This design comes from an exercise in tuning for small area and a short achievable clock period on the open sky130 flow, not from production work. The RTL was checked by simulation tests, not by an equivalence proof against the original design. Power and IR drop assume default switching activity.

`flow/flow/run.sh`:
```
#!/bin/bash
# The standard layout with three changes to how it is made (the SDC, clock
# period and constraints are unchanged):
#  - synthesis leaves adders to ABC instead of mapping them to full/half-adder
#    cells first (ADDER_MAP_FILE empty skips extract_fa); registers are the
#    same as in the standard synthesis;
#  - every input and output port still gets a buffer, but a plain buf_2
#    rather than the delay buffer buffer_ports picks by default;
#  - the resizer's setup repair aims at a slack well above zero, so it keeps
#    sizing the critical path after the 38 ns clock is met.
# standard.sh's make output goes to standard_make.log; each ORFS step writes
# its own log under orfs/logs.
set -euo pipefail
MARGIN=23.5
bash standard.sh ADDER_MAP_FILE= SETUP_SLACK_MARGIN=$MARGIN \
  "BUFFER_PORTS_ARGS=-buffer_cell sky130_fd_sc_hd__buf_2" finish > standard_make.log 2>&1
```
`flow/standard.sh`:
```
#!/bin/bash
# synth_recipe.tcl (not shown) runs the flow's synth.tcl, then flattens the netlist and writes it again
# the make line also repeats each setting of config.mk as NAME=value (left out here)
make -C /OpenROAD-flow-scripts/flow DESIGN_CONFIG=/design/flow/config.mk WORK_HOME=/design/flow/orfs CLKGATE_MAP_FILE= SYNTH_SCRIPT=/design/flow/synth_recipe.tcl "${@:-finish}"
```
`flow/config.mk`:
```
export PLATFORM = sky130hd
export DESIGN_NAME = ALU_TOP
export DESIGN_NICKNAME = ALU_TOP
export VERILOG_FILES = /design/flow/design.v
export SDC_FILE = /design/flow/constraint.sdc
export NUM_CORES = 4
export LEC_CHECK = 0
export CAP_MARGIN = 20
export CORE_MARGIN = 2
export CORE_UTILIZATION = 60
export SLEW_MARGIN = 20
export TNS_END_PERCENT = 0
```
`flow/constraint.sdc`:
```
create_clock -name core_clock -period 38.0 [get_ports {CLK}]
set_input_delay 7.6000 -clock core_clock [delete_from_list [all_inputs] [get_ports {CLK}]]
set_output_delay 7.6000 -clock core_clock [all_outputs]
set_load 0.01 [all_outputs]
```
`flow/design.v`:
```
module SUBW #(
  parameter W = 8,
  parameter PREFIX = 0       
  ) (
  input  wire [W-1:0] x,
  input  wire [W-1:0] y,
  output wire [W-1:0] d,
  output wire         bo
  );
  localparam L = (W <= 2) ? 1 : (W <= 4) ? 2 : (W <= 8) ? 3 : (W <= 16) ? 4 : 5;
  wire [W-1:0] G [0:2*L];
  wire [W-1:0] P [0:2*L];
  assign G[0] = ~x & y;
  assign P[0] = ~x | y;
  genvar l, j;
  generate
    if (PREFIX == 3) begin : g_op
      assign {bo, d} = {1'b0, x} - {1'b0, y};
    end else begin : g_pf
      for (l = 0; l < 2 * L; l = l + 1) begin : g_lvl
        for (j = 0; j < W; j = j + 1) begin : g_bit
          localparam integer K =
            (PREFIX == 0) ? ((l < L && j >= (1 << l)) ? j - (1 << l) : -1) :
            (PREFIX == 1) ? ((l < L && ((j >> l) & 1)) ? ((j >> l) << l) - 1 : -1) :
            (l < L) ? (((j + 1) % (2 << l) == 0) ? j - (1 << l) : -1) :
            (l < 2 * L - 1) ?
              (((j + 1) % (2 << (2 * L - 2 - l)) == (1 << (2 * L - 2 - l)) &&
                j >= (2 << (2 * L - 2 - l))) ? j - (1 << (2 * L - 2 - l)) : -1) : -1;
          if (K >= 0) begin : g_c
            assign G[l+1][j] = G[l][j] | (P[l][j] & G[l][K]);
            assign P[l+1][j] = P[l][j] & P[l][K];
          end else begin : g_p
            assign G[l+1][j] = G[l][j];
            assign P[l+1][j] = P[l][j];
          end
        end
      end
      wire [W:0] c = {G[2*L], 1'b0};
      wire [W-1:0] yc = y ^ c[W-1:0];
      assign d  = x ^ yc;
      assign bo = c[W];
    end
  endgenerate
endmodule
module DIV_R4 #(
  parameter FIRST = 0,
  parameter LAST = 15,
  parameter PREFIX = 2,
  parameter HI3_FROM_B = 0    
  ) (
  input  wire [15:0] a,
  input  wire [15:0] b,
  input  wire [17:0] b3,      
  input  wire [15:0] r_in,
  output wire [15:0] q,
  output wire [15:0] r_out
  );
  wire [16:0] b2 = {b, 1'b0};
  wire [18:0] hi1, hi2, hi3;
  assign hi1[18] = 1'b0;
  assign hi2[18] = 1'b0;
  assign hi3[18] = 1'b0;
  genvar w;
  generate
    for (w = 17; w >= 0; w = w - 1) begin : g_hi
      assign hi1[w] = hi1[w + 1] | ((w < 16) ? b[w < 16 ? w : 0] : 1'b0);
      assign hi2[w] = hi2[w + 1] | ((w < 17) ? b2[w < 17 ? w : 0] : 1'b0);
      if (HI3_FROM_B) begin : g_cmp
        assign hi3[w] = ({16'd0, b} >= (((32'd1 << w) + 32'd2) / 32'd3));
      end else begin : g_or
        assign hi3[w] = hi3[w + 1] | b3[w];
      end
    end
  endgenerate
  wire [15:0] r [FIRST:LAST + 2];
  assign r[FIRST] = r_in;
  genvar s;
  generate
    for (s = FIRST; s <= LAST; s = s + 2) begin : g_step
      localparam W = s + 2;
      wire [W-1:0] x;
      if (s == 0) begin : g_x0
        assign x = a[15:14];
      end else begin : g_xn
        assign x = {r[s][s-1:0], a[15-s], a[14-s]};
      end
      wire [W-1:0] d1, d2, d3;
      wire bo1, bo2, bo3;
      SUBW #(.W(W), .PREFIX(PREFIX)) U_s1 (.x(x), .y(b [W-1:0]), .d(d1), .bo(bo1));
      SUBW #(.W(W), .PREFIX(PREFIX)) U_s2 (.x(x), .y(b2[W-1:0]), .d(d2), .bo(bo2));
      SUBW #(.W(W), .PREFIX(PREFIX)) U_s3 (.x(x), .y(b3[W-1:0]), .d(d3), .bo(bo3));
      wire ge1 = ~bo1 & ~hi1[W];
      wire ge2 = ~bo2 & ~hi2[W];
      wire ge3 = ~bo3 & ~hi3[W];
      assign q[15-s] = ge2;
      assign q[14-s] = ge3 | (ge1 & ~ge2);
      wire [W-1:0] rn = ge3 ? d3 : ge2 ? d2 : ge1 ? d1 : x;
      if (W >= 16) begin : g_last
        assign r[s+2] = rn[15:0];
      end else begin : g_mid
        assign r[s+2] = {{(16-W){1'b0}}, rn};
      end
    end
  endgenerate
  assign r_out = r[LAST + 1];
  genvar u;
  generate
    for (u = 0; u < 16; u = u + 1) begin : g_q
      if (u > 15 - FIRST || u < 15 - LAST) begin : g_z
        assign q[u] = 1'b0;
      end
    end
  endgenerate
endmodule
module MUL_LO17 (input wire [15:0] a, input wire [15:0] b, output wire [16:0] p);
  wire [16:0] acc [0:16];
  assign acc[0] = 17'd0;
  genvar i;
  generate
    for (i = 0; i < 16; i = i + 1) begin : g_r
      assign acc[i+1] = acc[i] + (b[i] ? ({1'b0, a} << i) : 17'd0);
    end
  endgenerate
  assign p = acc[16];
endmodule
module ALU_TOP #(
  parameter DATA_WIDTH = 16
  ) (
  input wire [DATA_WIDTH - 1 : 0] A,
  input wire [DATA_WIDTH - 1 : 0] B,
  input wire [3:0] ALU_FUN,
  input wire CLK,
  output wire [DATA_WIDTH - 1 : 0] Arith_OUT,
  output wire Carry_OUT,
  output wire Arith_Flag,
  output wire [DATA_WIDTH - 1 : 0] Logic_OUT,
  output wire Logic_Flag,
  output wire [DATA_WIDTH - 1 : 0] Shift_OUT,
  output wire Shift_Flag,
  output wire [DATA_WIDTH - 1 : 0] CMP_OUT,
  output wire CMP_Flag
  );
  localparam K = 8;    
  wire [15:0] q_pre;
  wire [15:0] r_pre;
  wire [17:0] b3_pre = {2'b00, B} + {1'b0, B, 1'b0};
  DIV_R4 #(.FIRST(0), .LAST(K - 1), .HI3_FROM_B(1)) U_div_pre (
    .a(A), .b(B), .b3(b3_pre), .r_in(16'd0), .q(q_pre), .r_out(r_pre)
  );
  reg [15:0] a_q, b_q;
  reg [3:0]  fun_q;
  reg [K-1:0] qh_q;
  reg [K-1:0] r_q;
  reg [17:0] b3_q;
  always @(posedge CLK) begin
    a_q   <= A;
    b_q   <= B;
    fun_q <= ALU_FUN;
    qh_q  <= q_pre[15:16-K];
    r_q   <= r_pre[K-1:0];
    b3_q  <= b3_pre;
  end
  wire [15:0] q_post;
  wire [15:0] r_post;
  DIV_R4 #(.FIRST(K), .LAST(15)) U_div_post (
    .a(a_q), .b(b_q), .b3(b3_q), .r_in({{(16-K){1'b0}}, r_q}), .q(q_post), .r_out(r_post)
  );
  wire [15:0] quot = {qh_q, q_post[15-K:0]};
  wire [16:0] sum  = {1'b0, a_q} + {1'b0, b_q};
  wire [16:0] dif  = {1'b0, a_q} - {1'b0, b_q};
  wire [16:0] prod;
  MUL_LO17 U_mul (.a(a_q), .b(b_q), .p(prod));
  wire sel_arith = (fun_q[3:2] == 2'b00);
  wire sel_logic = (fun_q[3:2] == 2'b01);
  wire sel_cmp   = (fun_q[3:2] == 2'b10);
  wire sel_shift = (fun_q[3:2] == 2'b11);
  reg [16:0] arith;
  always @(*) begin
    case (fun_q[1:0])
      2'b00: arith = sum;
      2'b01: arith = dif;
      2'b10: arith = prod;
      default: arith = {1'b0, quot};
    endcase
  end
  assign {Carry_OUT, Arith_OUT} = sel_arith ? arith : 17'd0;
  assign Arith_Flag = sel_arith;
  reg [15:0] logic_r;
  always @(*) begin
    case (fun_q[1:0])
      2'b00: logic_r = a_q & b_q;
      2'b01: logic_r = a_q | b_q;
      2'b10: logic_r = ~(a_q & b_q);
      default: logic_r = ~(a_q | b_q);
    endcase
  end
  assign Logic_OUT  = sel_logic ? logic_r : 16'd0;
  assign Logic_Flag = sel_logic;
  reg [1:0] cmp_r;
  always @(*) begin
    case (fun_q[1:0])
      2'b00: cmp_r = 2'd0;
      2'b01: cmp_r = (a_q == b_q) ? 2'd1 : 2'd0;
      2'b10: cmp_r = (a_q > b_q) ? 2'd2 : 2'd0;
      default: cmp_r = (a_q < b_q) ? 2'd3 : 2'd0;
    endcase
  end
  assign CMP_OUT  = sel_cmp ? {14'd0, cmp_r} : 16'd0;
  assign CMP_Flag = sel_cmp;
  reg [15:0] shift_r;
  always @(*) begin
    case (fun_q[1:0])
      2'b00: shift_r = a_q >> 1;
      2'b01: shift_r = a_q << 1;
      2'b10: shift_r = b_q >> 1;
      default: shift_r = b_q << 1;
    endcase
  end
  assign Shift_OUT  = sel_shift ? shift_r : 16'd0;
  assign Shift_Flag = sel_shift;
endmodule
```
==> run summary, run 1 <==
----------------------------------------------------
[Pwr]
  Peak supply drop ... 0.0379 mV
  Cell leakage power ... roughly 0.0073 uW
  Power density of the placed cells ... 39.0 nW/um2

[Yosys]
  Commonest register cell after synthesis ... sky130_fd_sc_hd__dfxtp_1
  Area share of the leading cell type in the synthesized netlist ... 0.156
  Post-synthesis cell count ... between 2,000 and 3,000
  Async set-or-reset flop fraction in the synthesized netlist ... 0
  Cell area after synthesis ... 17,500 um2
  Register bit count reported by yosys ... 69
  Commonest cells in the netlist ... sky130_fd_sc_hd__nand2_1 (334), sky130_fd_sc_hd__xnor2_1 (311), sky130_fd_sc_hd__nor2_1 (250)
  Cell variety after synth ... 122
  Count of synthesis-stage warnings from yosys ... 12
  Leading cell types by total area after synthesis ... sky130_fd_sc_hd__xnor2_1 (16%), sky130_fd_sc_hd__maj3_1 (9.2%), sky130_fd_sc_hd__dfxtp_1 (7.9%)
  Area leader, netlist ... sky130_fd_sc_hd__xnor2_1
  Sequential element share of the synthesized area ... 0.0790
  Top-count cell post-synth ... sky130_fd_sc_hd__nand2_1
  Mean area per synthesized cell ... around 6.9 um2
  Post-synth EDFFs ... 0

[Placed design]
  Final Wtd Congestion ... 1.06
  Total half-perimeter wirelength after legalization and detailed placement ... around 45 mm
  Port Buffers ... 91
  Inst Count DP ... 2,861

[Clocking]
  CTS tree ... yes
  Hold buffers post-CTS ... 0
  Clock-pin slew of the registers on the worst-case setup and hold paths ... roughly 0.070 ns
  Clk sink count ... 69
  Buffer depth of the longest clock path ... 2
  Level count of the clock H-tree ... 3
  Number of buffers created by CTS ... 9
  Clock root buffer ... sky130_fd_sc_hd__clkbuf_16

[Timing]
  Number of setup violations in the final report ... 0
  Transition at the pin with the smallest max-transition slack ... around 0.94 ns
  Max-slew violation count ... 0
  Setup TNS ... 0 ns
  Final Hold Vio Count ... 0
  RSZ-0062 raised after global routing ... yes
  Fmax ... 60.5 MHz
  WHS ... 7.34 ns
  Max transition margin ... 0.376
  Clock period minus final worst setup slack ... roughly 17 ns
  Period Utilization, post-route ... 0.435

[Critical path]
  Critical path type ... register to primary output
  Category of the worst setup path launch point ... register
  Worst setup path startpoint ... b_q[13]
  Critical Path Max Stage Delay ... 0.48 ns
  Critical path endpoint category ... primary output
  Worst Path Arrival ... 8.92 ns
  Termination of the worst setup path ... Arith_OUT[0]
  Crit path max fanout ... 20
  Crit-path most repeated cell ... sky130_fd_sc_hd__buf_4
  Cell with the biggest individual delay on the critical path ... sky130_fd_sc_hd__or3_4
  Required time of the worst setup path ... 30.40 ns

[Final layout]
  Core occupancy in the finished layout ... 0.702
  Number of filler cells placed in the layout ... 2,478
  Fraction of layout instances using a drive strength above 1 ... 0.192
  Post-route insts no fill ... ~3,000
  Area overhead of the layout relative to synthesis ... 15.3%
  Footprint of the multi-input gates ... around 16,000 um2
  Storage cell area ... 1420 um2
  Number of nets in the layout ... approximately 2,600
  Diode insertion count for antenna repair ... 0

[Routing]
  DR iter-0 viols ... 2,117
  Detailed-route DRC error count ... 0
  WL/cell ... 21.9 um
  Total wire length after detailed routing ... 65.1 mm
  Ratio of routed vias to standard cells ... around 6.6
  Number of vias in the routed layout ... a little under 20,000
  Final ANT Viol Nets ... 0
  Iteration count of the initial detailed-routing pass ... 8

[Floorplanning]
  Initial core utilization ... 0.609
  Area of the core ... between 20,000 and 30,000 um2
  Count of standard-cell rows ... 62
  Die area ... 30,500 um2
  Number of ports placed on the die boundary ... about 110
  Die outline height ... 175 um
  Width of the die ... 175 um

[Flow run]
  MaxCap Viol Count ... 0

[Global routing]
  Via count of the first global-routing pass ... 18,500
  Total global-route track usage ... 0.403
  Largest net degree at the start of global routing ... 73
  Wire length of the first global-routing pass ... ~99 mm
  Number of antenna violations at the first check in global routing ... 0
  Gr ovfl total ... 0

[Status]
  Outcome ... complete, no violations

[Worst hold path]
  HP Class ... input port to register

----------------------------------------------------
## cell type report
cell class                 count  share of cell area
clock inverter                 7             0.00404
multi-input combinational   2191               0.792
clock buffer                   9              0.0112
inverter                      97              0.0189
tap                          384              0.0238
sequential                    69              0.0706
timing repair buffer         216              0.0794
## registers in the layout, indices dropped and copies added, names as in the netlist
signal,flops
a_q,16
b3_q,18
b_q,15
fun_q,4
qh_q,8
r_q,8
## cell families after synthesis
kind of cell | synth area share
other | 0.000215
DFF | 0.0790
adders and majority gates | 0.100
buffers and inverters | 0.0741
AOI/OAI and AO/OA | 0.270
muxes | 0.0320
xor gates and xnor gates | 0.221
and+or+nand+nor | 0.224
## report_power, final
group / switching [uW] / leakage, uW / internal (uW)
Sequential: 16.5 / 0.000581 / 78.0
Combinational: 352 / 0.00656 / 252
Clock: 36.7 / 0.000141 / 51.8
## metal layers
metal	track usage	routed length (um)	vias up
met5	0	0	-
met4	0.222	3700	0
met3	0.0711	6680	315
met2	0.668	29700	1152
met1	0.495	25100	9271
li1	-	-	9014
## worst min path at each step
stage               start  cells past startpoint      to
floorplan            A[0]                      0  a_q[0]
global placement     A[0]                      1  a_q[0]
detailed placement   A[3]                      1  a_q[3]
CTS                  A[2]                      1  a_q[2]
global route         A[0]                      1  a_q[0]
finish               A[7]                      1  a_q[7]
## worst max-delay path: cells and delay by family, from the launching register on
family                   cells  cell delay (ns)
AO/OA/AOI/OAI               23             5.35
AND/OR/NAND/NOR              6             1.55
buffers and inverters        5             0.96
flip-flops                   1             0.43
adder cells (fa/ha/maj)      1             0.26
## layout by cell type (no fill, tap or decap), types with 32 or more instances in the layout
cell type	Yosys	routed
sky130_fd_sc_hd__nand2_1	334	330
sky130_fd_sc_hd__o21ai_0	168	166
sky130_fd_sc_hd__maj3_1	160	155
sky130_fd_sc_hd__dfxtp_1	69	45
sky130_fd_sc_hd__nand3_1	32	32
sky130_fd_sc_hd__inv_1	88	85
sky130_fd_sc_hd__nor2b_1	37	34
sky130_fd_sc_hd__nor2_1	250	240
sky130_fd_sc_hd__buf_2	29	91
sky130_fd_sc_hd__xnor2_1	311	305
sky130_fd_sc_hd__buf_4	20	105
sky130_fd_sc_hd__nand2b_1	34	33
sky130_fd_sc_hd__xor2_1	121	120
sky130_fd_sc_hd__a21oi_1	137	130
## timing repair
item | in CTS | in global routing
pin swaps | 43 | 25
cloned | 6 | 3
endpoints found under the hold margin | 0 | 0
endpoints found under the setup margin | 19 | 19
setup buffers | 64 | 23
gates resized for setup | 163 | 59
## through the flow
stage / worst slack [ns] / cell area [um2] / total power [uW]
2_1_floorplan: 22.90 / 17700 / 527
3_3_place_gp: 20.55 / 17900 / 635
3_5_place_dp: 20.29 / 17900 / 647
4_1_cts: 21.68 / 19600 / 762
5_1_grt: 21.23 / 20200 / 839
6_report: 21.48 / 20200 / 786
==> run 2: changes to the inputs <==
--- a/flow/design.v
+++ b/flow/design.v
@@ -113,15 +113,4 @@
   endgenerate
 endmodule
-module MUL_LO17 (input wire [15:0] a, input wire [15:0] b, output wire [16:0] p);
-  wire [16:0] acc [0:16];
-  assign acc[0] = 17'd0;
-  genvar i;
-  generate
-    for (i = 0; i < 16; i = i + 1) begin : g_r
-      assign acc[i+1] = acc[i] + (b[i] ? ({1'b0, a} << i) : 17'd0);
-    end
-  endgenerate
-  assign p = acc[16];
-endmodule
 module ALU_TOP #(
   parameter DATA_WIDTH = 16
@@ -169,6 +158,5 @@
   wire [16:0] sum  = {1'b0, a_q} + {1'b0, b_q};
   wire [16:0] dif  = {1'b0, a_q} - {1'b0, b_q};
-  wire [16:0] prod;
-  MUL_LO17 U_mul (.a(a_q), .b(b_q), .p(prod));
+  wire [16:0] prod = a_q * b_q;
   wire sel_arith = (fun_q[3:2] == 2'b00);
   wire sel_logic = (fun_q[3:2] == 2'b01);
==> flow/flow/run.sh (replaced) <==
#!/bin/bash
set -euo pipefail
MARGIN=23.5
bash standard.sh ADDER_MAP_FILE= SETUP_SLACK_MARGIN=$MARGIN \
  "BUFFER_PORTS_ARGS=-buffer_cell sky130_fd_sc_hd__buf_2" finish > standard_make.log 2>&1
--- a/flow/config.mk
+++ b/flow/config.mk
@@ -6,4 +6,5 @@
 export NUM_CORES = 4
 export LEC_CHECK = 0
+export ABC_AREA = 1
 export CAP_MARGIN = 20
 export CORE_MARGIN = 2
==> run 2 against run 1 <==
Clock-buffer cell count stayed put; routed wire length rose by 7.9%; largest power group unchanged; clock power down 3.4%; critical path type unchanged; first-iteration DRC count rose by 44%; highest routed layer unchanged; critical path depth up 9.
==> run summary, run 2 <==
----------------------------------------------------
[Yosys]
  Post-synth EDFFs ... 0 (unchanged)
  Share of the synthesized area in compound gates (AO/OA/AOI/OAI) ... 0.159 (-0.111)
  Count of synthesis-stage warnings from yosys ... 11 (-1)
  Area share of the leading cell type in the synthesized netlist ... 0.254 (+0.0979)
  Sequential element share of the synthesized area ... 0.0768 (-0.00224)
  Multiplexer fraction of the synthesized cell area ... 0 (-0.0320)
  Adder-cell area share of the yosys netlist ... 0.00501 (-0.0950)
  Cell area after synthesis ... 18,000 um2 (+2.9%)
  Commonest register cell after synthesis ... sky130_fd_sc_hd__dfxtp_1
  Cell variety after synth ... 69 (-43%)
  Fraction of synthesized cell area in xor and xnor cells ... 0.0983 (-0.123)
  Leading cell types by total area after synthesis ... sky130_fd_sc_hd__nand2_1 (25%), sky130_fd_sc_hd__inv_1 (8.1%), sky130_fd_sc_hd__nand3_1 (8.0%)
  Async set-or-reset flop fraction in the synthesized netlist ... 0 (unchanged)
  Simple-gate area share of the yosys netlist ... 0.528 (+0.304)
  Area leader, netlist ... sky130_fd_sc_hd__nand2_1
  Dominant combinational cell family by area after synthesis ... simple AND/OR/NAND/NOR gates
  Top-count cell post-synth ... sky130_fd_sc_hd__nand2_1
  Mean area per synthesized cell ... 5.19 um2 (-24%)
  Register bit count reported by yosys ... 69 (unchanged)
  Commonest cells in the netlist ... sky130_fd_sc_hd__nand2_1 (1,216), sky130_fd_sc_hd__inv_1 (390), sky130_fd_sc_hd__nor2_1 (352)
  Post-synthesis cell count ... 3,470 (+36%)

[Timing]
  Period Utilization, post-route ... 0.371 (-0.0633)
  Setup TNS ... 0 ns (unchanged)
  Clock period minus final worst setup slack ... 14.11 ns (-2.40 ns)
  Final Hold Vio Count ... 0 (unchanged)
  Number of setup violations in the final report ... 0 (unchanged)
  Transition at the pin with the smallest max-transition slack ... 1.22 ns (+0.282 ns)
  Max transition margin ... 0.185 (-0.191)
  Fmax ... 70.9 MHz (+17%)
  Max-slew violation count ... 0 (unchanged)
  Setup slack after layout ... 23.89 ns (+2.40 ns)
  RSZ-0062 raised after global routing ... no

[Placed design]
  Total half-perimeter wirelength after legalization and detailed placement ... 54.4 mm (+21%)
  Placed Area ... 18,400 um2 (+2.9%)
  Setup slack at placement ... 23.89 ns (+3.60 ns)
  Port Buffers ... 91 (unchanged)
  Final Wtd Congestion ... 1.05 (-1.2%)

[Final layout]
  Core occupancy in the finished layout ... 0.640 (-0.0619)
  Commonest non-fill, non-tap cell in the layout ... sky130_fd_sc_hd__nand2_1
  Largest registers ... b3_q x18, a_q x16, b_q x15
  Number of nets in the layout ... 3,548 (+35%)
  Commonest cells after routing, fill and taps aside ... sky130_fd_sc_hd__nand2_1 (1,216), sky130_fd_sc_hd__inv_1 (385), sky130_fd_sc_hd__nor2_1 (352)
  Storage cell area ... 1390 um2 (-2.6%)
  Number of filler cells placed in the layout ... 3,007 (+21%)
  Flip-flop count of the largest register, all copies and words added ... 18 (unchanged)
  Fraction of layout instances using a drive strength above 1 ... 0.113 (-0.0789)
  Diode insertion count for antenna repair ... 0 (unchanged)
  Footprint of the multi-input gates ... 14,300 um2 (-11%)
  Register with the most flip-flops ... b3_q
  Finished layout cell area ... 18,900 um2 (-6.1%)
  Area overhead of the layout relative to synthesis ... 5.20%

[Pwr]
  Power density of the placed cells ... 35.3 nW/um2 (-9.4%)
  Peak supply drop ... 0.0348 mV (-8.1%)
  Cell leakage power ... 0.0108 uW (+48%)

[Clocking]
  Buffer depth of the longest clock path ... 2 (unchanged)
  Clock-pin slew of the registers on the worst-case setup and hold paths ... 0.08 ns (about the same)
  Hold buffers post-CTS ... 0 (unchanged)
  Number of buffers created by CTS ... 9 (unchanged)
  Clk sink count ... 69 (unchanged)
  Clock root buffer ... sky130_fd_sc_hd__clkbuf_16
  CTS tree ... yes
  Level count of the clock H-tree ... 3 (unchanged)

[Routing]
  Total wire length after detailed routing ... 70.3 mm (+7.9%)
  Number of vias in the routed layout ... 23,000 (+17%)
  Iteration count of the initial detailed-routing pass ... 12 (+4)
  Final ANT Viol Nets ... 0 (unchanged)
  DR iter-0 viols ... 3,054 (+44%)
  WL/cell ... 18.0 um (-18%)
  Detailed-route DRC error count ... 0 (unchanged)
  Ratio of routed vias to standard cells ... 5.90 (-11%)

[Worst hold path]
  Hold Path End ... fun_q[3]
  Hold path depth ... 1 (unchanged)
  HP Class ... input port to register
  Beginning of the worst hold path ... ALU_FUN[3]

[Global routing]
  Gr ovfl total ... 0 (unchanged)
  Number of antenna violations at the first check in global routing ... 0 (unchanged)
  Largest net degree at the start of global routing ... 37 (-49%)
  Via count of the first global-routing pass ... 20,900 (+13%)
  Wire length of the first global-routing pass ... 108 mm (+9.2%)
  Total global-route track usage ... 0.439 (+0.0360)

[Status]
  Outcome ... complete, no violations

[Critical path]
  Cell with the biggest individual delay on the critical path ... sky130_fd_sc_hd__dfxtp_1
  Worst Path Arrival ... 6.51 ns (-2.41 ns)
  Crit path max fanout ... 18 (-10%)
  Critical path endpoint category ... primary output
  Category of the worst setup path launch point ... register
  Critical Path Max Stage Delay ... 0.46 ns (-0.02 ns)
  Critical path type ... register to primary output
  Required time of the worst setup path ... 30.40 ns (about the same)
  Crit-path most repeated cell ... sky130_fd_sc_hd__nand2_1

[Floorplanning]
  Area of the core ... 29,600 um2 (+3.0%)
  Count of standard-cell rows ... 63 (+1.6%)
  Die area ... 31,400 um2 (+2.8%)
  Die outline height ... 177 um (+1.4%)
  Width of the die ... 177 um (+1.4%)
  Initial core utilization ... 0.609 (about the same)
  Number of ports placed on the die boundary ... 106 (unchanged)

[Flow run]
  MaxCap Viol Count ... 0 (unchanged)

----------------------------------------------------
run 2: changes by cell type after synthesis, sizes merged, moves of 22 or more:
cell    change
o31ai      -22
nand3     +278
clkbuf     -76
nand4      +32
xnor2     -247
nand2b     -34
or2        +31
nand3b     +23
maj3      -164
nor2      +115
inv       +329
nor2b      -37
nand2     +984
run 2: cells by family (layout without fill, tap and decap cells):
logic type	count (synthesis)	in the layout
adders and majority gates	9	9
DFF	69	69
buffers and inverters	547	580
AOI/OAI and AO/OA	492	492
other	1	14
and+or+nand+nor	2150	2150
xor gates and xnor gates	202	202
run 2: worst max path at each step:
| stage | from | endpoint | slack, ns | cells past startpoint |
|---|---|---|---|---|
| after floorplan | b_q[14] | Arith_OUT[0] | 26.07 | 48 |
| after global placement | b_q[7] | Arith_OUT[0] | 23.99 | 46 |
| after detailed placement | b_q[7] | Arith_OUT[0] | 23.89 | 47 |
| after CTS | b_q[8] | Arith_OUT[0] | 23.61 | 44 |
| after global routing | b_q[1] | Arith_OUT[0] | 23.49 | 51 |
| final | b_q[15] | Arith_OUT[0] | 23.89 | 44 |
run 2: worst max-delay path: cells and delay by family, from the launching register on:
family,cells,cell delay (ns)
AND/OR/NAND/NOR,35,4.21
buffers and inverters,5,0.85
AO/OA/AOI/OAI,4,0.59
flip-flops,1,0.46
run 2: through the flow:
stage	total power [uW]	std cells	hold WS, ns
after global placement	548	3872	7.70
after CTS	645	3889	7.31
after global routing	722	3906	7.31
final	669	3906	7.31
after detailed placement	558	3872	7.70
after floorplan	449	3483	7.63
run 2: metal layers:
layer	GRT usage	wire, um
met1	0.555	27600
met2	0.676	29600
met3	0.127	9230
met4	0.222	3930
met5	0	0
run 2: final cells by class:
type | count | area share
multi-input cells | 2867 | 0.754
inverters | 427 | 0.0874
flip-flops and latches | 69 | 0.0732
repair buffers | 137 | 0.0442
well taps | 390 | 0.0258
clock buffers | 9 | 0.0119
clock inverters | 7 | 0.00304
run 2: where the power goes:
group	switching [uW]	internal [uW]	leakage, uW
Clock	40.4	45.0	0.000129
Combinational	334	160	0.0101
Sequential	11.0	78.0	0.000579
run 2: repair_timing:
| item | 4_1_cts | 5_1_grt |
|---|---|---|
| endpoints found under the setup margin | 1 | 2 |
| buffers inserted | 1 | 17 |
| gates cloned | 0 | 0 |
| pin swaps | 0 | 0 |
| resized for setup | 1 | 23 |
==> run 3: changes to the inputs <==
--- a/flow/design.v
+++ b/flow/design.v
@@ -58,16 +58,21 @@
   wire [16:0] b2 = {b, 1'b0};
   wire [18:0] hi1, hi2, hi3;
-  assign hi1[18] = 1'b0;
-  assign hi2[18] = 1'b0;
-  assign hi3[18] = 1'b0;
+  wire [17:0] b1x = {2'b00, b};
+  wire [17:0] b2x = {1'b0, b2};
   genvar w;
   generate
-    for (w = 17; w >= 0; w = w - 1) begin : g_hi
-      assign hi1[w] = hi1[w + 1] | ((w < 16) ? b[w < 16 ? w : 0] : 1'b0);
-      assign hi2[w] = hi2[w + 1] | ((w < 17) ? b2[w < 17 ? w : 0] : 1'b0);
-      if (HI3_FROM_B) begin : g_cmp
-        assign hi3[w] = ({16'd0, b} >= (((32'd1 << w) + 32'd2) / 32'd3));
+    for (w = 0; w <= 18; w = w + 1) begin : g_hi
+      if (w == 18) begin : g_top
+        assign hi1[w] = 1'b0;
+        assign hi2[w] = 1'b0;
+        assign hi3[w] = 1'b0;
       end else begin : g_or
-        assign hi3[w] = hi3[w + 1] | b3[w];
+        assign hi1[w] = |b1x[17:w];
+        assign hi2[w] = |b2x[17:w];
+        if (HI3_FROM_B) begin : g_cmp
+          assign hi3[w] = ({16'd0, b} >= (((32'd1 << w) + 32'd2) / 32'd3));
+        end else begin : g_b3
+          assign hi3[w] = |b3[17:w];
+        end
       end
     end
@@ -130,5 +135,5 @@
   output wire CMP_Flag
   );
-  localparam K = 8;    
+  localparam K = 10;    
   wire [15:0] q_pre;
   wire [15:0] r_pre;
==> flow/flow/run.sh (replaced) <==
#!/bin/bash
set -euo pipefail
MARGIN=24.5
bash standard.sh ADDER_MAP_FILE= SETUP_SLACK_MARGIN=$MARGIN \
  "BUFFER_PORTS_ARGS=-buffer_cell sky130_fd_sc_hd__buf_2" finish > standard_make.log 2>&1
==> run 3 against run 2 <==
Routed wire length increased by 3.2%; synthesized cell count decreased by 2.9%; critical path depth decreased by 10; clock power increased by 3.4%; global-route usage about the same; core utilization increased by 5.0 points; total power increased by 0.69%; non-clock buffer count increased by 64; die area decreased by 3.0%; hold slack improved by 0.015 ns; sequential share of layout area increased by 0.19 points.
==> run summary, run 3 <==
----------------------------------------------------
[Yosys]
  Async set-or-reset flop fraction in the synthesized netlist ... 0 (unchanged)
  Mean area per synthesized cell ... 5.17 um2 (-0.20%)
  Cell area after synthesis ... 17,400 um2 (-3.1%)
  Area leader, netlist ... sky130_fd_sc_hd__nand2_1
  Sequential element share of the synthesized area ... 0.0838 (+0.00706)
  Count of synthesis-stage warnings from yosys ... 11 (unchanged)
  Register bit count reported by yosys ... 73 (+5.8%)
  Commonest cells in the netlist ... sky130_fd_sc_hd__nand2_1 (1,189), sky130_fd_sc_hd__inv_1 (389), sky130_fd_sc_hd__nor2_1 (319)
  Commonest register cell after synthesis ... sky130_fd_sc_hd__dfxtp_1
  Leading cell types by total area after synthesis ... sky130_fd_sc_hd__nand2_1 (26%), sky130_fd_sc_hd__nand3_1 (8.4%), sky130_fd_sc_hd__dfxtp_1 (8.4%)
  Top-count cell post-synth ... sky130_fd_sc_hd__nand2_1
  Post-synthesis cell count ... 3,369 (-2.9%)
  Cell variety after synth ... 69 (unchanged)
  Area share of the leading cell type in the synthesized netlist ... 0.256 (+0.00233)
  Post-synth EDFFs ... 0 (unchanged)

[Final layout]
  Commonest cells after routing, fill and taps aside ... sky130_fd_sc_hd__nand2_1 (1,156), sky130_fd_sc_hd__inv_1 (374), sky130_fd_sc_hd__nor2_1 (314)
  Number of nets in the layout ... 3,515 (-0.93%)
  Area overhead of the layout relative to synthesis ... 13.3%
  Largest registers ... b3_q x18, a_q x16, b_q x15
  Flip-flop count of the largest register, all copies and words added ... 18 (unchanged)
  Register with the most flip-flops ... b3_q
  Number of filler cells placed in the layout ... 2,666 (-11%)
  Fraction of layout instances using a drive strength above 1 ... 0.153 (+0.0393)
  Commonest non-fill, non-tap cell in the layout ... sky130_fd_sc_hd__nand2_1

[Critical path]
  Crit path max fanout ... 9 (-9)
  Required time of the worst setup path ... 30.40 ns (about the same)
  Category of the worst setup path launch point ... register
  Worst Path Arrival ... 5.88 ns (-0.63 ns)
  Cell with the biggest individual delay on the critical path ... sky130_fd_sc_hd__a21oi_4
  Critical path endpoint category ... primary output
  Crit-path most repeated cell ... sky130_fd_sc_hd__nand2_1
  Critical path type ... register to primary output
  Critical Path Max Stage Delay ... 0.37 ns (-0.09 ns)

[Routing]
  Iteration count of the initial detailed-routing pass ... 10 (-2)
  WL/cell ... 18.8 um (+4.2%)
  Total wire length after detailed routing ... 72.5 mm (+3.2%)
  Final ANT Viol Nets ... 0 (unchanged)
  Number of vias in the routed layout ... 23,700 (+2.7%)
  Detailed-route DRC error count ... 0 (unchanged)
  Ratio of routed vias to standard cells ... 6.12 (+3.7%)
  DR iter-0 viols ... 3,178 (+4.1%)

[Placed design]
  Port Buffers ... 91 (unchanged)
  Total half-perimeter wirelength after legalization and detailed placement ... 52.7 mm (-3.0%)
  Final Wtd Congestion ... 1.05 (-0.42%)

[Clocking]
  Hold buffers post-CTS ... 0 (unchanged)
  Clock root buffer ... sky130_fd_sc_hd__clkbuf_16
  Clock-pin slew of the registers on the worst-case setup and hold paths ... 0.08 ns (about the same)
  Clk sink count ... 73 (+5.8%)
  Buffer depth of the longest clock path ... 2 (unchanged)
  Number of buffers created by CTS ... 9 (unchanged)
  Level count of the clock H-tree ... 3 (unchanged)
  CTS tree ... yes

[Pwr]
  Power after layout ... 674 uW (+0.69%)
  Cell leakage power ... 0.0109 uW (+0.99%)
  Peak supply drop ... 0.0240 mV (-31%)
  Power density of the placed cells ... 34.1 nW/um2 (-3.5%)

[Timing]
  Max transition margin ... 0.160 (-0.0242)
  Final Hold Vio Count ... 0 (unchanged)
  Clock period minus final worst setup slack ... 13.48 ns (-0.635 ns)
  Transition at the pin with the smallest max-transition slack ... 1.25 ns (+0.0362 ns)
  Max-slew violation count ... 0 (unchanged)
  Fmax ... 74.2 MHz (+4.7%)
  Period Utilization, post-route ... 0.355 (-0.0167)
  Number of setup violations in the final report ... 0 (unchanged)
  RSZ-0062 raised after global routing ... yes
  Setup TNS ... 0 ns (unchanged)

[Global routing]
  Number of antenna violations at the first check in global routing ... 3 (+3)
  Gr ovfl total ... 0 (unchanged)
  Met1 GRT Util ... 0.546 (-0.00978)
  Routing usage on met3 ... 0.121 (-0.00641)
  Wire length of the first global-routing pass ... 107 mm (-1.6%)
  GRT busiest layer ... met2
  Met2 track demand over resource ... 0.671 (-0.00560)
  Via count of the first global-routing pass ... 20,800 (-0.79%)
  Largest net degree at the start of global routing ... 41 (+11%)
  Total global-route track usage ... 0.439 (about the same)

[Worst hold path]
  Beginning of the worst hold path ... A[1]
  HP Class ... input port to register
  Hold path depth ... 1 (unchanged)
  Hold Path End ... a_q[1]

[Floorplanning]
  Count of standard-cell rows ... 62 (-1.6%)
  Number of ports placed on the die boundary ... 106 (unchanged)
  Die area ... 30,400 um2 (-3.0%)
  Width of the die ... 174 um (-1.5%)
  Die outline height ... 174 um (-1.5%)
  Area of the core ... 28,600 um2 (-3.2%)
  Initial core utilization ... 0.609 (about the same)

[Status]
  Outcome ... complete, no violations

[Flow run]
  MaxCap Viol Count ... 0 (unchanged)

----------------------------------------------------
run 3: final cells by class:
cell class              count  area (um2)  share of cell area
diodes                      2        5.00            0.000253
clock buffers              10         239              0.0121
clock inverters             5        56.3             0.00285
inverters                 426        1680              0.0850
multi-input cells        2767       14300               0.722
flip-flops and latches     73        1490              0.0752
well taps                 384         480              0.0243
repair buffers            201        1540              0.0780
run 3: per-layer routing:
metal,wire length [um],up-vias
met4,5350,4
met2,30200,1724
met1,26900,10500
met3,10000,475
li1,-,11000
met5,25,-
run 3: report_power, final:
group / leakage, uW / internal (uW) / switching [uW]
sequential: 0.000614 / 82.3 / 11.2
clock: 0.000144 / 52.2 / 36.1
combinational: 0.0101 / 169 / 322
run 3: repair_timing:
item                                   in CTS  in global routing
endpoints found under the hold margin       0                  0
buffers inserted                           23                 61
gates resized for setup                    29                158
pin swaps                                   1                 29
setup endpoints to repair                   7                 20
cloned                                      1                  4
run 3: worst max-delay path by stage:
stage             from      endpoint  slack (ns)  depth (start not counted)
2_1_floorplan  b3_q[0]  Arith_OUT[0]       26.05                         40
3_3_place_gp   b3_q[0]  Arith_OUT[0]       23.39                         44
3_5_place_dp   b3_q[0]  Arith_OUT[0]       23.05                         44
4_1_cts         a_q[5]  Arith_OUT[0]       24.40                         40
5_1_grt         a_q[4]  Arith_OUT[0]       24.31                         43
6_report        a_q[5]  Arith_OUT[0]       24.52                         34
run 3: cell families (layout without fill, tap and decap cells):
kind of cell               after synthesis  in the layout  synth area share
DFF                                     73             73            0.0838
buffers and inverters                  544            642             0.127
and+or+nand+nor                       2042           2044             0.514
xor gates and xnor gates               212            212             0.107
adders and majority gates                8              8           0.00459
other                                    1             16          0.000215
AOI/OAI and AO/OA                      489            489             0.163
run 3: worst max-delay path, delay by kind of cell (launching register included):
kind / cells / cell delay (ns)
xor gates and xnor gates: 1 / 0.22
DFF: 1 / 0.36
AOI/OAI and AO/OA: 12 / 2.41
buffers and inverters: 4 / 0.59
and+or+nand+nor: 17 / 1.90
run 3: stage by stage:
| step | area, um2 | instances | util | hold slack, ns | setup WS, ns |
|---|---|---|---|---|---|
| finish | 19800 | 3868 | 0.690 | 7.33 | 24.52 |
| global route | 19800 | 3866 | 0.690 | 7.33 | 24.31 |
| CTS | 18600 | 3801 | 0.650 | 7.33 | 24.40 |
| detailed placement | 18000 | 3762 | 0.628 | 7.70 | 23.05 |
| global placement | 18000 | 3762 | 0.628 | 7.70 | 23.39 |
| floorplan | 17500 | 3382 | - | 7.63 | 26.05 |
==> run 4: changes to the inputs <==
--- a/flow/design.v
+++ b/flow/design.v
@@ -37,6 +37,6 @@
       end
       wire [W:0] c = {G[2*L], 1'b0};
-      wire [W-1:0] yc = y ^ c[W-1:0];
-      assign d  = x ^ yc;
+      wire [W-1:0] xy = x ^ y;
+      assign d  = xy ^ c[W-1:0];
       assign bo = c[W];
     end
@@ -46,5 +46,5 @@
   parameter FIRST = 0,
   parameter LAST = 15,
-  parameter PREFIX = 2,
+  parameter PREFIX = 1,
   parameter HI3_FROM_B = 0    
   ) (
==> run 4 against run 3 <==
Largest cell class unchanged; clock-buffer cell count is 1 lower; critical path depth is 3 higher; routed wire length is 5.6% lower; hold slack better by 0.012 ns; flip-flop and latch count stayed put; area after synthesis hardly changed; via count is 2.7% lower; final cell count is 0.10% lower; critical path type unchanged; design area is 3.5% lower; total power is 3.3% lower; combinational power is 4.3% lower; die area hardly changed; highest routed layer unchanged.
==> run summary, run 4 <==
----------------------------------------------------
[Yosys]
  Cell variety after synth ... 64 (-7.2%)
  Commonest cells in the netlist ... sky130_fd_sc_hd__nand2_1 (1,144), sky130_fd_sc_hd__inv_1 (379), sky130_fd_sc_hd__nor2_1 (376)
  Area leader, netlist ... sky130_fd_sc_hd__nand2_1
  Count of synthesis-stage warnings from yosys ... 11 (unchanged)
  Commonest register cell after synthesis ... sky130_fd_sc_hd__dfxtp_1
  Area share of the leading cell type in the synthesized netlist ... 0.247 (-0.00949)
  Post-synthesis cell count ... 3,399 (+0.89%)
  Register bit count reported by yosys ... 73 (unchanged)
  Mean area per synthesized cell ... 5.12 um2 (-0.96%)
  Async set-or-reset flop fraction in the synthesized netlist ... 0 (unchanged)
  Top-count cell post-synth ... sky130_fd_sc_hd__nand2_1
  Post-synth EDFFs ... 0 (unchanged)
  Leading cell types by total area after synthesis ... sky130_fd_sc_hd__nand2_1 (25%), sky130_fd_sc_hd__dfxtp_1 (8.4%), sky130_fd_sc_hd__nand3_1 (8.4%)
  Sequential element share of the synthesized area ... 0.0839 (about the same)
  Cell area after synthesis ... 17,400 um2 (about the same)

[Final layout]
  Post-route insts no fill ... 3,864 (-0.10%)
  Commonest cells after routing, fill and taps aside ... sky130_fd_sc_hd__nand2_1 (1,132), sky130_fd_sc_hd__nor2_1 (370), sky130_fd_sc_hd__inv_1 (366)
  Number of filler cells placed in the layout ... 2,802 (+5.1%)
  Largest registers ... b3_q x18, a_q x16, b_q x15
  Register with the most flip-flops ... b3_q
  Flip-flop count of the largest register, all copies and words added ... 18 (unchanged)
  Area overhead of the layout relative to synthesis ... 9.40%
  Diode insertion count for antenna repair ... 0 (-2)
  Finished layout cell area ... 19,100 um2 (-3.5%)
  Number of nets in the layout ... 3,512 (-0.085%)
  Commonest non-fill, non-tap cell in the layout ... sky130_fd_sc_hd__nand2_1
  Fraction of layout instances using a drive strength above 1 ... 0.127 (-0.0258)

[Critical path]
  Critical Path Max Stage Delay ... 0.32 ns (-0.05 ns)
  Crit path max fanout ... 18 (+9)
  Critical path type ... register to primary output
  Critical path endpoint category ... primary output
  Cell with the biggest individual delay on the critical path ... sky130_fd_sc_hd__dfxtp_1
  Worst Path Arrival ... 5.66 ns (-0.22 ns)
  Category of the worst setup path launch point ... register
  Crit-path most repeated cell ... sky130_fd_sc_hd__nand2_1
  Required time of the worst setup path ... 30.40 ns (about the same)

[Placed design]
  Final Wtd Congestion ... 1.03 (-1.4%)
  Placed Area ... 18,000 um2 (unchanged)
  Total half-perimeter wirelength after legalization and detailed placement ... 51.4 mm (-2.6%)
  Inst Count DP ... 3,795 (+0.88%)
  Port Buffers ... 91 (unchanged)

[Routing]
  Total wire length after detailed routing ... 68.5 mm (-5.6%)
  Metal-1 WL ... 25.8 mm (-4.0%)
  Iteration count of the initial detailed-routing pass ... 7 (-3)
  Ratio of routed vias to standard cells ... 5.96 (-2.6%)
  Detailed-route DRC error count ... 0 (unchanged)
  Final ANT Viol Nets ... 0 (unchanged)
  DR iter-0 viols ... 2,591 (-18%)
  Number of vias in the routed layout ... 23,000 (-2.7%)
  Met3 wirelength from detailed routing ... 8.23 mm (-18%)
  Uppermost metal layer occupied by signal nets ... met5
  WL/cell ... 17.7 um (-5.5%)
  Met2 Routed Length ... 29.4 mm (-2.9%)

[Worst hold path]
  Beginning of the worst hold path ... ALU_FUN[2]
  Hold path depth ... 1 (unchanged)
  Hold Path End ... fun_q[2]
  HP Class ... input port to register

[Global routing]
  Number of antenna violations at the first check in global routing ... 2 (-1)
  Via count of the first global-routing pass ... 20,300 (-2.1%)
  Total global-route track usage ... 0.428 (-0.0108)
  Largest net degree at the start of global routing ... 36 (-12%)
  Wire length of the first global-routing pass ... 104 mm (-2.7%)
  Gr ovfl total ... 0 (unchanged)

[Timing]
  Transition at the pin with the smallest max-transition slack ... 0.931 ns (-0.323 ns)
  Max-slew violation count ... 0 (unchanged)
  Final Hold Vio Count ... 0 (unchanged)
  Number of setup violations in the final report ... 0 (unchanged)
  WHS ... 7.34 ns (+0.0124 ns)
  Setup TNS ... 0 ns (unchanged)
  Clock period minus final worst setup slack ... 13.26 ns (-0.221 ns)
  Max transition margin ... 0.377 (+0.216)
  Fmax ... 75.4 MHz (+1.7%)
  RSZ-0062 raised after global routing ... yes
  Period Utilization, post-route ... 0.349 (-0.00582)

[Flow run]
  MaxCap Viol Count ... 0 (unchanged)

[Clocking]
  Clock-pin slew of the registers on the worst-case setup and hold paths ... 0.06 ns (-0.02 ns)
  Clock root buffer ... sky130_fd_sc_hd__clkbuf_16
  Buffer depth of the longest clock path ... 2 (unchanged)
  Level count of the clock H-tree ... 3 (unchanged)
  Clk sink count ... 73 (unchanged)
  CTS tree ... yes
  Number of buffers created by CTS ... 9 (unchanged)

[Pwr]
  Peak supply drop ... 0.0268 mV (+12%)
  Share of power burned in the clock network ... 0.135 (+0.004)
  Fraction of power consumed by sequential logic ... 0.141 (+0.002)
  Internal ... 295 uW (-3.0%)
  Portion of total power attributed to combinational logic ... 0.724 (-0.006)
  Power density of the placed cells ... 34.2 nW/um2 (+0.22%)
  Cell leakage power ... 0.0105 uW (-3.7%)
  Fraction of power spent switching nets ... 0.547 (-0.00131)
  Sw Pwr ... 356 uW (-3.6%)

[Floorplanning]
  Area of the core ... 28,600 um2 (unchanged)
  Die area ... 30,400 um2 (about the same)
  Initial core utilization ... 0.609 (about the same)
  Die outline height ... 174 um (about the same)
  Number of ports placed on the die boundary ... 106 (unchanged)
  Count of standard-cell rows ... 62 (unchanged)
  Width of the die ... 174 um (about the same)

[Status]
  Outcome ... complete, no violations

----------------------------------------------------
-- run 4: changes by cell type after synthesis, moves of 7 or more --
| cell | before | now |
|---|---|---|
| sky130_fd_sc_hd__a21oi_1 | 152 | 164 |
| sky130_fd_sc_hd__inv_1 | 389 | 379 |
| sky130_fd_sc_hd__inv_2 | 24 | 40 |
| sky130_fd_sc_hd__nand2_1 | 1189 | 1144 |
| sky130_fd_sc_hd__nand2_2 | 43 | 36 |
| sky130_fd_sc_hd__nand4_1 | 36 | 61 |
| sky130_fd_sc_hd__nor2_1 | 319 | 376 |
| sky130_fd_sc_hd__o21ai_0 | 162 | 173 |
| sky130_fd_sc_hd__or2_2 | 44 | 34 |
| sky130_fd_sc_hd__xnor2_1 | 65 | 75 |
| sky130_fd_sc_hd__xor2_1 | 146 | 123 |
-- run 4: per-layer routing --
metal,GRT usage,vias to the layer above
met4,0.292,2
met5,0,-
met3,0.0669,340
li1,-,11100
met1,0.533,10200
met2,0.679,1437
-- run 4: timing repair --
action	4_1_cts	5_1_grt
pin swaps	1	7
setup endpoints to repair	6	21
gates resized for setup	16	88
hold buffers	0	0
cloned	1	3
setup buffers	11	38
-- run 4: critical path, delay by kind of cell (launching register included) --
| family | cells | cell delay [ns] |
|---|---|---|
| compound gates | 14 | 2.36 |
| buf+inv | 8 | 1.06 |
| flops | 1 | 0.32 |
| simple gates | 15 | 1.56 |
-- run 4: layout make-up --
cell class              instances  area (um2)  area share
inverters                     432        1700      0.0892
multi-input cells            2795       14000       0.736
flip-flops and latches         73        1480      0.0774
clock buffers                   9         225      0.0118
repair buffers                164        1070      0.0561
clock inverters                 7        75.1     0.00394
well taps                     384         480      0.0252
-- run 4: power groups by stage --
stage / clock [uW] / combinational [uW] / sequential (uW)
2_1_floorplan: 0 / 348 / 87.3
3_5_place_dp: 0 / 440 / 92.6
3_3_place_gp: 0 / 429 / 92.5
4_1_cts: 88.8 / 445 / 90.7
5_1_grt: 92.1 / 522 / 91.8
6_report: 88.1 / 471 / 91.5
-- run 4: cell families (layout without fill, tap and decap cells) --
| group | after synthesis | count (layout) | share of synthesized area |
|---|---|---|---|
| simple gates | 2056 | 2060 | 0.512 |
| buf+inv | 548 | 612 | 0.128 |
| compound gates | 514 | 514 | 0.171 |
| xor+xnor | 199 | 199 | 0.100 |
| flops | 73 | 73 | 0.0839 |
| fa+ha+maj | 8 | 8 | 0.00460 |
| other cells | 1 | 14 | 0.000215 |
-- run 4: stage by stage --
step / setup slack, ns / utilization / power, uW
6_report: 24.74 / 0.666 / 651
3_5_place_dp: 23.50 / 0.628 / 532
3_3_place_gp: 23.70 / 0.628 / 521
2_1_floorplan: 26.05 / - / 435
4_1_cts: 24.44 / 0.644 / 625
5_1_grt: 24.41 / 0.666 / 706
-- run 4: how the worst max path moves through the flow --
stage	depth (start not counted)	end	slack, ns	startpoint
6_report	37	Arith_OUT[0]	24.74	a_q[4]
5_1_grt	34	Arith_OUT[0]	24.41	a_q[4]
4_1_cts	39	Arith_OUT[0]	24.44	a_q[5]
3_5_place_dp	39	Arith_OUT[0]	23.50	b3_q[0]
3_3_place_gp	38	Arith_OUT[0]	23.70	b3_q[0]
2_1_floorplan	34	Arith_OUT[0]	26.05	a_q[4]
==> run 5: changes to the inputs <==
--- a/flow/design.v
+++ b/flow/design.v
@@ -118,4 +118,33 @@
   endgenerate
 endmodule
+module MUL_LO17 (
+  input  wire [15:0] a,
+  input  wire [15:0] b,
+  output wire [16:0] p
+  );
+  wire [18:0] bx = {2'b00, b, 1'b0};    
+  wire [17:0] ax = {1'b0, a, 1'b0};     
+  wire [16:0] pp [0:8];
+  genvar i, j;
+  generate
+    for (i = 0; i < 9; i = i + 1) begin : g_row
+      wire b0 = bx[2*i], b1 = bx[2*i+1], b2 = bx[2*i+2];
+      wire one = b1 ^ b0;
+      wire two = (b2 & ~b1 & ~b0) | (~b2 & b1 & b0);
+      wire neg = b2;
+      wire [16:0] row;
+      for (j = 0; j < 17; j = j + 1) begin : g_bit
+        if (j < 2 * i) begin : g_lo
+          assign row[j] = 1'b0;
+        end else begin : g_hi
+          wire s = (one & ax[j - 2*i + 1]) | (two & ax[j - 2*i]);
+          assign row[j] = s ^ neg;
+        end
+      end
+      assign pp[i] = row + ({16'd0, neg} << (2 * i));
+    end
+  endgenerate
+  assign p = pp[0] + pp[1] + pp[2] + pp[3] + pp[4] + pp[5] + pp[6] + pp[7] + pp[8];
+endmodule
 module ALU_TOP #(
   parameter DATA_WIDTH = 16
@@ -163,5 +192,6 @@
   wire [16:0] sum  = {1'b0, a_q} + {1'b0, b_q};
   wire [16:0] dif  = {1'b0, a_q} - {1'b0, b_q};
-  wire [16:0] prod = a_q * b_q;
+  wire [16:0] prod;
+  MUL_LO17 U_mul (.a(a_q), .b(b_q), .p(prod));
   wire sel_arith = (fun_q[3:2] == 2'b00);
   wire sel_logic = (fun_q[3:2] == 2'b01);
==> run 5 against run 4 <==
Global-route usage shrank 3.2 points; first-iteration DRC count decreased by 10%; core utilization rose by 0.18 points; design area fell by 6.4%; maximum frequency down 0.29%; critical endpoint is now Arith_OUT[1]; via count fell by 10%; critical path type unchanged; worst setup slack lost 0.039 ns; die area shrank 6.7%; largest power group unchanged; clock power down 9.4%.
==> run summary, run 5 <==
----------------------------------------------------
[Status]
  Outcome ... complete, no violations

[Critical path]
  Critical path endpoint category ... primary output
  Category of the worst setup path launch point ... register
  Crit path max fanout ... 18 (unchanged)
  Worst Path Arrival ... 5.70 ns (+0.04 ns)
  Critical Path Max Stage Delay ... 0.35 ns (+0.03 ns)
  Required time of the worst setup path ... 30.40 ns (about the same)
  Critical path buffers and inverters ... 5 (-3)
  Critical path type ... register to primary output
  Cell with the biggest individual delay on the critical path ... sky130_fd_sc_hd__dfxtp_1
  Crit-path most repeated cell ... sky130_fd_sc_hd__nand2_1
  Family with the most delay on the worst path ... simple AND/OR/NAND/NOR gates
  Worst setup path startpoint ... b3_q[0]

[Pwr]
  Portion of total power attributed to combinational logic ... 0.737 (+0.013)
  Fraction of power consumed by sequential logic ... 0.140 (about the same)
  Share of power burned in the clock network ... 0.123 (-0.012)
  Internal ... 298 uW (+1.1%)
  Sw Pwr ... 352 uW (-1.3%)
  Peak supply drop ... 0.0278 mV (+3.5%)
  Power density of the placed cells ... 36.4 nW/um2 (+6.6%)
  Power after layout ... 650 uW (-0.23%)
  Fraction of power spent switching nets ... 0.541 (-0.00603)
  Cell leakage power ... 0.00960 uW (-8.3%)

[Timing]
  RSZ-0062 raised after global routing ... yes
  Transition at the pin with the smallest max-transition slack ... 0.907 ns (-0.0246 ns)
  Max transition margin ... 0.393 (+0.0165)
  Setup slack after layout ... 24.70 ns (-0.0391 ns)
  Setup TNS ... 0 ns (unchanged)
  Period Utilization, post-route ... 0.350 (+0.00103)
  Max-slew violation count ... 0 (unchanged)
  Clock period minus final worst setup slack ... 13.30 ns (+0.0391 ns)
  Final Hold Vio Count ... 0 (unchanged)
  Fmax ... 75.2 MHz (-0.29%)
  Number of setup violations in the final report ... 0 (unchanged)

[Global routing]
  Total global-route track usage ... 0.396 (-0.0318)
  Gr ovfl total ... 0 (unchanged)
  Wire length of the first global-routing pass ... 90.7 mm (-13%)
  Via count of the first global-routing pass ... 17,900 (-12%)
  Number of antenna violations at the first check in global routing ... 0 (-2)
  Largest net degree at the start of global routing ... 36 (unchanged)

[Yosys]
  Commonest register cell after synthesis ... sky130_fd_sc_hd__dfxtp_1
  Fraction of synthesized cell area in xor and xnor cells ... 0.128 (+0.0280)
  Register bit count reported by yosys ... 73 (unchanged)
  Async set-or-reset flop fraction in the synthesized netlist ... 0 (unchanged)
  Post-synth EDFFs ... 0 (unchanged)
  Top-count cell post-synth ... sky130_fd_sc_hd__nand2_1
  Dominant combinational cell family by area after synthesis ... simple AND/OR/NAND/NOR gates
  Sequential element share of the synthesized area ... 0.0901 (+0.00621)
  Multiplexer fraction of the synthesized cell area ... 0 (unchanged)
  Mean area per synthesized cell ... 5.26 um2 (+2.6%)
  Leading cell types by total area after synthesis ... sky130_fd_sc_hd__nand2_1 (21%), sky130_fd_sc_hd__xor2_1 (9.5%), sky130_fd_sc_hd__dfxtp_1 (9.0%)
  Cell area after synthesis ... 16,200 um2 (-6.9%)
  Adder-cell area share of the yosys netlist ... 0.00555 (+0.000957)
  Commonest cells in the netlist ... sky130_fd_sc_hd__nand2_1 (917), sky130_fd_sc_hd__inv_1 (386), sky130_fd_sc_hd__nor2_1 (366)
  Count of synthesis-stage warnings from yosys ... 12 (+1)
  Cell variety after synth ... 61 (-4.7%)
  Area share of the leading cell type in the synthesized netlist ... 0.212 (-0.0343)
  Area leader, netlist ... sky130_fd_sc_hd__nand2_1
  Share of the synthesized area in compound gates (AO/OA/AOI/OAI) ... 0.188 (+0.0165)
  Post-synthesis cell count ... 3,085 (-9.2%)
  Simple-gate area share of the yosys netlist ... 0.455 (-0.0575)

[Final layout]
  Flip-flop count of the largest register, all copies and words added ... 18 (unchanged)
  Commonest cells after routing, fill and taps aside ... sky130_fd_sc_hd__nand2_1 (891), sky130_fd_sc_hd__inv_1 (375), sky130_fd_sc_hd__nor2_1 (354)
  Commonest non-fill, non-tap cell in the layout ... sky130_fd_sc_hd__nand2_1
  Number of nets in the layout ... 3,197 (-9.0%)
  Fraction of layout instances using a drive strength above 1 ... 0.139 (+0.0120)
  Largest registers ... b3_q x18, a_q x16, b_q x15
  Register with the most flip-flops ... b3_q
  Area overhead of the layout relative to synthesis ... 9.99%
  Core occupancy in the finished layout ... 0.668 (+0.00176)
  Number of filler cells placed in the layout ... 2,657 (-5.2%)
  Post-route insts no fill ... 3,507 (-9.2%)

[Routing]
  WL/cell ... 17.1 um (-3.4%)
  DR iter-0 viols ... 2,323 (-10%)
  Detailed-route DRC error count ... 0 (unchanged)
  Iteration count of the initial detailed-routing pass ... 6 (-1)
  Number of vias in the routed layout ... 20,700 (-10%)
  Ratio of routed vias to standard cells ... 5.90 (-1.1%)
  Total wire length after detailed routing ... 60.0 mm (-12%)
  Final ANT Viol Nets ... 0 (unchanged)

[Flow run]
  MaxCap Viol Count ... 0 (unchanged)

[Floorplanning]
  Area of the core ... 26,700 um2 (-6.6%)
  Die outline height ... 168 um (-3.4%)
  Number of ports placed on the die boundary ... 106 (unchanged)
  Die area ... 28,400 um2 (-6.7%)
  Count of standard-cell rows ... 60 (-3.2%)
  Width of the die ... 168 um (-3.4%)
  Initial core utilization ... 0.607 (-0.00165)

[Clocking]
  Clock root buffer ... sky130_fd_sc_hd__clkbuf_16
  Hold buffers post-CTS ... 0 (unchanged)
  Level count of the clock H-tree ... 3 (unchanged)
  Clock-pin slew of the registers on the worst-case setup and hold paths ... 0.06 ns (about the same)
  Number of buffers created by CTS ... 9 (unchanged)
  Buffer depth of the longest clock path ... 2 (unchanged)
  Clk sink count ... 73 (unchanged)
  CTS tree ... yes

[Placed design]
  Final Wtd Congestion ... 1.01 (-2.4%)
  Inst Count DP ... 3,437 (-9.4%)
  Total half-perimeter wirelength after legalization and detailed placement ... 45.1 mm (-12%)
  Port Buffers ... 91 (unchanged)
  Setup slack at placement ... 22.97 ns (-0.535 ns)

[Worst hold path]
  HP Class ... input port to register
  Beginning of the worst hold path ... A[1]

----------------------------------------------------
-- run 5: power by group through the flow --
stage	sequential, uW	combinational, uW	clock [uW]
floorplan	87.4	360	0
global placement	91.8	437	0
detailed placement	92.0	447	0
CTS	90.2	456	80.4
global route	91.4	534	82.9
finish	91.1	479	79.8
-- run 5: cells by family after synthesis --
family                   count (synthesis)
buffers and inverters                  537
AO/OA/AOI/OAI                          521
AND/OR/NAND/NOR                       1707
other                                    1
flip-flops                              73
adder cells (fa/ha/maj)                  9
XOR/XNOR                               237
-- run 5: metrics by stage --
step	hold slack [ns]	instance area [um2]
2_1_floorplan	7.63	16300
3_3_place_gp	7.70	16700
3_5_place_dp	7.70	16700
4_1_cts	7.35	17300
5_1_grt	7.36	17800
6_report	7.36	17800
-- run 5: repair_timing --
action,in CTS,in global routing
pin swaps,4,22
buffers inserted,19,31
cloned,2,1
endpoints found under the setup margin,10,18
gates resized for setup,42,102
-- run 5: metal layers --
| metal | up-vias | track usage | wire (um) |
|---|---|---|---|
| met2 | 1253 | 0.634 | 26000 |
| met1 | 9126 | 0.495 | 23100 |
| met4 | 0 | 0.254 | 4270 |
| met3 | 280 | 0.0651 | 6720 |
| met5 | - | 0 | 0 |
| li1 | 10000 | - | - |
-- run 5: area by class of cell --
cell class	instances	area [um2]	share of cell area
multi-input cells	2490	13000	0.727
inverters	427	1690	0.0945
flip-flops and latches	73	1480	0.0829
repair buffers	158	997	0.0559
well taps	341	427	0.0239
clock buffers	10	239	0.0134
clock inverters	6	42.5	0.00238
repair inverters	1	5.00	0.000281
diodes	1	2.50	0.000140
-- run 5: worst paths after layout --
| kind | endpoint | slack (ns) | depth (start not counted) |
|---|---|---|---|
| worst min-delay path | a_q[1] | 7.36 | 1 |
| worst max-delay path | Arith_OUT[1] | 24.70 | 40 |
==> run 6: changes to the inputs <==
--- a/flow/design.v
+++ b/flow/design.v
@@ -126,4 +126,5 @@
   wire [17:0] ax = {1'b0, a, 1'b0};     
   wire [16:0] pp [0:8];
+  wire [16:0] nv;                       
   genvar i, j;
   generate
@@ -133,17 +134,18 @@
       wire two = (b2 & ~b1 & ~b0) | (~b2 & b1 & b0);
       wire neg = b2;
-      wire [16:0] row;
       for (j = 0; j < 17; j = j + 1) begin : g_bit
         if (j < 2 * i) begin : g_lo
-          assign row[j] = 1'b0;
+          assign pp[i][j] = 1'b0;
         end else begin : g_hi
-          wire s = (one & ax[j - 2*i + 1]) | (two & ax[j - 2*i]);
-          assign row[j] = s ^ neg;
+          assign pp[i][j] = ((one & ax[j - 2*i + 1]) | (two & ax[j - 2*i])) ^ neg;
         end
       end
-      assign pp[i] = row + ({16'd0, neg} << (2 * i));
-    end
-  endgenerate
-  assign p = pp[0] + pp[1] + pp[2] + pp[3] + pp[4] + pp[5] + pp[6] + pp[7] + pp[8];
+      assign nv[2*i] = neg;
+      if (i < 8) begin : g_nz
+        assign nv[2*i+1] = 1'b0;
+      end
+    end
+  endgenerate
+  assign p = pp[0] + pp[1] + pp[2] + pp[3] + pp[4] + pp[5] + pp[6] + pp[7] + pp[8] + nv;
 endmodule
 module ALU_TOP #(
==> run 6 against run 5 <==
Sequential power increased by 1%; critical path type unchanged; critical path depth decreased by 8; worst setup slack got worse by 0.12 ns; combinational power increased by 11%; hold slack about the same; largest power group unchanged; clock-buffer cell count unchanged; highest routed layer unchanged; global-route usage increased by 3.4 points; first-iteration DRC count increased by 27%; maximum frequency decreased by 0.92%; total power increased by 9.3%; die area increased by 1.6%.
==> run summary, run 6 <==
----------------------------------------------------
[Status]
  Outcome ... complete, no violations

[Yosys]
  Mean area per synthesized cell ... 5.36 um2 (+2.0%)
  Register bit count reported by yosys ... 73 (unchanged)
  Leading cell types by total area after synthesis ... sky130_fd_sc_hd__nand2_1 (21%), sky130_fd_sc_hd__xor2_1 (9.8%), sky130_fd_sc_hd__dfxtp_1 (8.9%)
  Cell area after synthesis ... 16,500 um2 (+1.7%)
  Count of synthesis-stage warnings from yosys ... 12 (unchanged)
  Post-synth EDFFs ... 0 (unchanged)
  Commonest cells in the netlist ... sky130_fd_sc_hd__nand2_1 (929), sky130_fd_sc_hd__inv_1 (350), sky130_fd_sc_hd__nor2_1 (330)

[Final layout]
  Largest registers ... b3_q x18, a_q x16, b_q x15
  Area overhead of the layout relative to synthesis ... 13.0%
  Number of filler cells placed in the layout ... 2,495 (-6.1%)
  Fraction of layout instances using a drive strength above 1 ... 0.168 (+0.0291)
  Commonest cells after routing, fill and taps aside ... sky130_fd_sc_hd__nand2_1 (898), sky130_fd_sc_hd__inv_1 (344), sky130_fd_sc_hd__nor2_1 (320)
  Flip-flop count of the largest register, all copies and words added ... 18 (unchanged)
  Footprint of the multi-input gates ... 13,400 um2 (+3.6%)

[Placed design]
  Port Buffers ... 91 (unchanged)
  Final Wtd Congestion ... 1.05 (+4.7%)

[Timing]
  Fmax ... 74.5 MHz (-0.92%)
  Max-slew violation count ... 0 (unchanged)
  Max transition margin ... 0.303 (-0.0902)
  Period Utilization, post-route ... 0.353 (+0.00324)
  WHS ... 7.36 ns (+0.000190 ns)
  Clock period minus final worst setup slack ... 13.42 ns (+0.123 ns)

[Critical path]
  Required time of the worst setup path ... 30.40 ns (about the same)
  Worst Path Arrival ... 5.82 ns (+0.12 ns)
  Crit-path most repeated cell ... sky130_fd_sc_hd__nand2_1
  Termination of the worst setup path ... Arith_OUT[1]
  Critical Path Max Stage Delay ... 0.75 ns (+0.40 ns)
  Crit path max fanout ... 8 (-10)

[Global routing]
  Gr ovfl total ... 0 (unchanged)
  Via count of the first global-routing pass ... 19,200 (+7.0%)
  Wire length of the first global-routing pass ... 99.0 mm (+9.2%)
  Largest net degree at the start of global routing ... 38 (+5.6%)

[Floorplanning]
  Number of ports placed on the die boundary ... 106 (unchanged)
  Count of standard-cell rows ... 60 (unchanged)
  Die area ... 28,800 um2 (+1.6%)

[Clocking]
  Clock-pin slew of the registers on the worst-case setup and hold paths ... 0.06 ns (about the same)
  CTS tree ... yes
  Number of buffers created by CTS ... 9 (unchanged)
  Clk sink count ... 73 (unchanged)
  Buffer depth of the longest clock path ... 2 (unchanged)
  Clock root buffer ... sky130_fd_sc_hd__clkbuf_16

[Routing]
  DR iter-0 viols ... 2,946 (+27%)
  Final ANT Viol Nets ... 0 (unchanged)
  Number of vias in the routed layout ... 21,700 (+5.2%)

[Flow run]
  MaxCap Viol Count ... 0 (unchanged)

[Pwr]
  Power density of the placed cells ... 38.1 nW/um2 (+4.7%)
  Cell leakage power ... 0.0100 uW (+4.3%)
  Power after layout ... 710 uW (+9.3%)

----------------------------------------------------
[run 6: cells by family (layout without fill, tap and decap cells)]
kind of cell / after synthesis / after routing / synth area share
buf+inv: 516 / 614 / 0.129
xor+xnor: 244 / 244 / 0.130
other cells: 1 / 15 / 0.000227
simple gates: 1728 / 1732 / 0.461
compound gates: 504 / 504 / 0.187
fa+ha+maj: 8 / 8 / 0.00486
flops: 73 / 73 / 0.0886
[run 6: worst min-delay path by stage]
stage                from  endpoint  slack [ns]  depth (start not counted)
2_1_floorplan        A[0]    a_q[0]        7.63                          0
3_3_place_gp   ALU_FUN[3]  fun_q[3]        7.70                          1
3_5_place_dp         A[5]    a_q[5]        7.70                          1
4_1_cts        ALU_FUN[2]  fun_q[2]        7.36                          1
5_1_grt        ALU_FUN[2]  fun_q[2]        7.36                          1
6_report             A[5]    a_q[5]        7.36                          1
[run 6: where the power goes]
part / switching [uW] / internal (uW) / leakage [uW]
combinational: 347 / 183 / 0.00924
clock: 34.5 / 53.4 / 0.000154
sequential: 9.85 / 82.5 / 0.000614
[run 6: cell type report]
type / count / area share
Antenna cell: 1 / 0.000134
Clock buffer: 10 / 0.0128
Clock inverter: 6 / 0.00396
Inverter: 405 / 0.0881
Multi-Input combinational cell: 2502 / 0.721
Sequential cell: 73 / 0.0801
Tap cell: 341 / 0.0229
Timing Repair Buffer: 191 / 0.0700
Timing Repair inverter: 2 / 0.000672
[run 6: per-stage QoR]
step | cell area, um2 | worst slack, ns
2_1_floorplan | 16500 | 26.07
3_3_place_gp | 16900 | 23.24
3_5_place_dp | 16900 | 22.98
4_1_cts | 17500 | 24.49
5_1_grt | 18600 | 24.42
6_report | 18600 | 24.58
[run 6: timing repair]
| action | in CTS | in global routing |
|---|---|---|
| buffers inserted | 12 | 72 |
| gates resized for setup | 48 | 131 |
| endpoints found under the setup margin | 10 | 19 |
| hold buffers | 0 | 0 |
| cloned | 3 | 4 |
| pin swaps | 5 | 33 |
[run 6: worst max-delay path: cells and delay by family (launching register included)]
kind	cells	cell delay (ns)
compound gates	5	0.63
buf+inv	8	0.97
flops	1	0.56
simple gates	19	3.31
[run 6: layer usage]
layer / share of wire / GRT usage / vias to the layer above
met5: 0 / 0 / -
met4: 0.067 / 0.242 / 0
met3: 0.12 / 0.0900 / 377
met2: 0.44 / 0.705 / 1512
met1: 0.38 / 0.527 / 9734
li1: - / - / 10100

Setup slack of run 6, layout unchanged: 24.581 ns with ideal ports, 24.536 ns with driving cells assumed (clock clkbuf_16, inputs buf_2), 24.637 ns with port delays also shifted by the 0.377 ns mid clock arrival.
